Context: an optimization exercise on an open-source flow, tuned for small area. The choices shown serve that exercise and are no tape-out recipe. Function was checked by simulation only, so behaviour that the tests miss may differ from the original. No activity file was given, so power comes from the tool's default toggle rates.

==> flow/design.v (excerpt) <==
module Tradeoff_52bits(clk, rst_n, W, found, N);
input clk, rst_n;
input [68:0] W;
output found;
output reg [52:0] N;
localparam [16:0] A = 17'd50861;
localparam [1:0] P1 = 2'd0, SRCH = 2'd1, BRW = 2'd2, HENS = 2'd3;
reg [1:0] ph;
reg [6:0] cnt;           
reg [2:0] kk;            
reg sc;                  
reg cyc;                 
reg sgn;                 
reg [15:0] V;            
reg [6:0] bc, bb;        
reg bsc, bsh;            
wire p1 = (ph == P1);
wire [1:0] car = {sc, cyc};   
wire srch = (ph == SRCH);
wire brw = (ph == BRW);
wire hens = (ph == HENS);
assign found = hens & (cnt == 7'd53);
wire [4:0] sub = {kk, sc, cyc};
reg [6:0] cnt1;
reg [4:0] sub1;
reg icy;
integer ii;
always @(*) begin
    icy = 1'b1;
    for (ii = 0; ii < 7; ii = ii + 1) begin
        cnt1[ii] = cnt[ii] ^ icy;
        icy = icy & cnt[ii];
    end
    icy = 1'b1;
    for (ii = 0; ii < 5; ii = ii + 1) begin
        sub1[ii] = sub[ii] ^ icy;
        icy = icy & sub[ii];
    end
end
wire wi = W[cnt];
wire [6:0] t = ~cnt;
wire valid = ~(bc[6] & bc[5]);
wire dc = (cnt == bc);
wire db = valid & (cnt == bb);
wire dp = (dc & bsc) | (db & bsh);       
wire dm = (dc & ~bsc) | (db & ~bsh);     
wire d2 = dc & db;                       
wire kgt = (kk[2] & ~t[6]) | (~(kk[2] ^ t[6]) & ((kk[1] & ~t[5]) | (~(kk[1] ^ t[5]) & kk[0] & ~t[4])));
wire is_dbl = (t[6] & t[2]) | kgt;
wire dbl = srch & is_dbl & (t != 7'd0);
wire chk = srch & ~is_dbl;
reg [1:0] carn;
always @(*) begin
    case ({car, d2, dp, dm, wi})
        7'b000000: carn = 2'b00;
        7'b000001: carn = 2'b00;
        7'b000100: carn = 2'b11;
        7'b000101: carn = 2'b00;
        7'b000010: carn = 2'b00;
        7'b000011: carn = 2'b01;
        7'b001100: carn = 2'b11;
        7'b001101: carn = 2'b11;
        7'b001010: carn = 2'b01;
        7'b001011: carn = 2'b01;
        7'b001110: carn = 2'b00;
        7'b001111: carn = 2'b00;
        7'b010000: carn = 2'b00;
        7'b010001: carn = 2'b01;
        7'b010100: carn = 2'b00;
  ...
For scale: about 0.0059 sq mm of cells after synthesis.
export LEC_CHECK = 0
export CAP_MARGIN = 0
export CORE_MARGIN = 2
export CORE_UTILIZATION = 30
export CTS_BUF_LIST = sky130_fd_sc_hd__clkbuf_8
export SLEW_MARGIN = 0
create_clock -name core_clock -period 110.0 [get_ports {clk}]
standard.sh (not shown) runs the stock make flow with config.mk's settings and CLKGATE_MAP_FILE= SYNTH_SCRIPT=/design/flow/synth_recipe.tcl, a recipe that flattens the netlist after the stock synthesis.
==> flow/flow/run.sh <==
#!/bin/bash
# The standard layout, with two changes:
#  - synthesis maps the logic with an area-oriented ABC script (flow/abc.script)
#    instead of ORFS's delay-oriented one; everything else in synthesis is the
#    standard synth_recipe.tcl, so the registers are the standard ones;
#  - the port buffers use the smallest buffer cell.
set -euo pipefail
cp -r "$FLOW_HOME/scripts" scripts_area
cp flow/abc.script scripts_area/abc_speed.script
cp flow/abc.script scripts_area/abc_area.script
SCRIPTS_DIR="$PWD/scripts_area" bash standard.sh synth > synth.log 2>&1
export BUFFER_PORTS_ARGS="-buffer_cell sky130_fd_sc_hd__buf_1"
bash standard.sh > layout.log 2>&1
==> flow/flow/abc.script <==
strash
dc2
&get -n
&dch -f
&nf -R 1000 -F 8 -A 4 -C 32
&put
Then changed:
==> flow/flow/run.sh (replaced) <==
#!/bin/bash
# The standard layout, with these changes:
#  - synthesis maps the logic with an area-oriented ABC script (flow/abc.script:
#    SAT-based resynthesis, then area-recovering mapping) instead of ORFS's
#    delay-oriented one; everything else in synthesis is the standard
#    synth_recipe.tcl, so the registers are the standard ones;
#  - the port buffers use the smallest buffer cell;
#  - clock tree synthesis inserts no dummy loads.
set -euo pipefail
cp -r "$FLOW_HOME/scripts" scripts_area
cp flow/abc.script scripts_area/abc_speed.script
cp flow/abc.script scripts_area/abc_area.script
SCRIPTS_DIR="$PWD/scripts_area" bash standard.sh synth > synth.log 2>&1
export BUFFER_PORTS_ARGS="-buffer_cell sky130_fd_sc_hd__buf_1"
export CTS_ARGS="-sink_clustering_enable -repair_clock_nets -buf_list sky130_fd_sc_hd__clkbuf_8 -sink_clustering_size 20 -dont_use_dummy_load"
bash standard.sh > layout.log 2>&1
==> flow/flow/abc.script (replaced) <==
strash
&get -n
&deepsyn -J 50
&put
&get -n
&dch -f
&nf -R 1000 -F 8 -A 4 -C 32
&put
CTS_BUF_LIST = not set   (was sky130_fd_sc_hd__clkbuf_8)
GPL_TIMING_DRIVEN = 0   (was not set)
Outcome: Die area falls by 3.2%; final area falls by 4.3%; routed wire length rises by 2.5%; first-iteration DRC count rises by 12%; flip-flop and latch count is unchanged; global-route usage rises by 0.50 points; non-clock buffer count falls by 1; via count rises by 2.6%; synthesized area falls by 3.3%; worst hold slack is worse by 0.017 ns; critical path depth falls by 3.
Then changed:
--- a/flow/flow/run.sh
+++ b/flow/flow/run.sh
@@ -13,4 +13,4 @@
 SCRIPTS_DIR="$PWD/scripts_area" bash standard.sh synth > synth.log 2>&1
 export BUFFER_PORTS_ARGS="-buffer_cell sky130_fd_sc_hd__buf_1"
-export CTS_ARGS="-sink_clustering_enable -repair_clock_nets -buf_list sky130_fd_sc_hd__clkbuf_8 -sink_clustering_size 20 -dont_use_dummy_load"
+export CTS_ARGS="-sink_clustering_enable -repair_clock_nets -buf_list sky130_fd_sc_hd__clkbuf_8 -dont_use_dummy_load"
 bash standard.sh > layout.log 2>&1
What happened: Worst hold slack does not change. Area after synthesis stays the same. Design area is unchanged.
Then changed:
==> flow/flow/run.sh (replaced) <==
#!/bin/bash
# The standard layout, with two changes:
#  - synthesis maps the logic with an area-oriented ABC script (flow/abc.script: SAT-based resynthesis, then area-recovering mapping)
#    instead of ORFS's delay-oriented one; everything else in synthesis is the
#    standard synth_recipe.tcl, so the registers are the standard ones;
#  - the port buffers use the smallest buffer cell.
set -euo pipefail
cp -r "$FLOW_HOME/scripts" scripts_area
cp flow/abc.script scripts_area/abc_speed.script
cp flow/abc.script scripts_area/abc_area.script
SCRIPTS_DIR="$PWD/scripts_area" bash standard.sh synth > synth.log 2>&1
export BUFFER_PORTS_ARGS="-buffer_cell sky130_fd_sc_hd__buf_1"
bash standard.sh > layout.log 2>&1
CTS_BUF_LIST = sky130_fd_sc_hd__clkbuf_8   (was not set)
GPL_TIMING_DRIVEN = not set   (was 0)
Outcome:
- The new run ran to the end with no violations
- total power rose by 5.6%
- sequential cell count stays the same
- final area rose by 1.8%
- setup slack improves by 0.70 ns
- fmax grows by 2.0%
- first-iteration DRC count is higher by 8.7%
- routed wire length rose by 2.5%
Then changed:
--- a/flow/flow/run.sh
+++ b/flow/flow/run.sh
@@ -1,5 +1,5 @@
 #!/bin/bash
 # The standard layout, with two changes:
-#  - synthesis maps the logic with an area-oriented ABC script (flow/abc.script: SAT-based resynthesis, then area-recovering mapping)
+#  - synthesis maps the logic with an area-oriented ABC script (flow/abc.script)
 #    instead of ORFS's delay-oriented one; everything else in synthesis is the
 #    standard synth_recipe.tcl, so the registers are the standard ones;
==> flow/flow/abc.script (replaced) <==
strash
dc2
&get -n
&dch -f
&nf -R 1000 -F 8 -A 4 -C 32
&put
CAP_MARGIN = 20   (was 0)
SLEW_MARGIN = 20   (was 0)
What happened:
- setup slack got worse by 1.2 ns
- sequential power increases by about 0.8%
- utilization shrinks by 0.26 points

-- port drivers added, routing unchanged --
In the flow no input, the clock included, has a driving cell. The finished layouts below were timed again as built, in two steps. Step 1 (the two cells are an assumption about what drives the block):
set clk [get_ports {clk}]
set_driving_cell -lib_cell sky130_fd_sc_hd__clkbuf_16 $clk
set_driving_cell -lib_cell sky130_fd_sc_hd__buf_2 [delete_from_list [all_inputs] $clk]
Step 2 adds t to the input delays and takes it off the output delays; t is the mean of the earliest and latest rising clock arrival at the registers after step 1. Input paths then give back, and output paths get back, about the clock's delay inside the block. a / b / c = ideal ports / drivers / drivers and shift; a / b = the first two.
run	shift t [ns]	setup slack, ns	clock arrival spread, ns	worst data-port slew with drivers (ns)	cell pins on the clock port's net
the first run	0.411	72.784 / 72.793 / 72.382	0.016 / 0.016	0.05	1
the second run	0.398	73.541 / 73.540 / 73.142	0.026 / 0.026	0.04	1
the third run	0.398	73.541 / 73.540 / 73.142	0.026 / 0.026	0.04	1
the fourth run	0.407	74.242 / 74.258 / 73.851	0.014 / 0.014	0.04	1
the fifth run	0.419	73.018 / 73.027 / 72.608	0.013 / 0.013	0.05	1
After both steps every run listed still meets setup and hold. The setup slack of the fifth run, which loses most, moves by +0.009 ns with the drivers and by -0.410 ns with both steps.
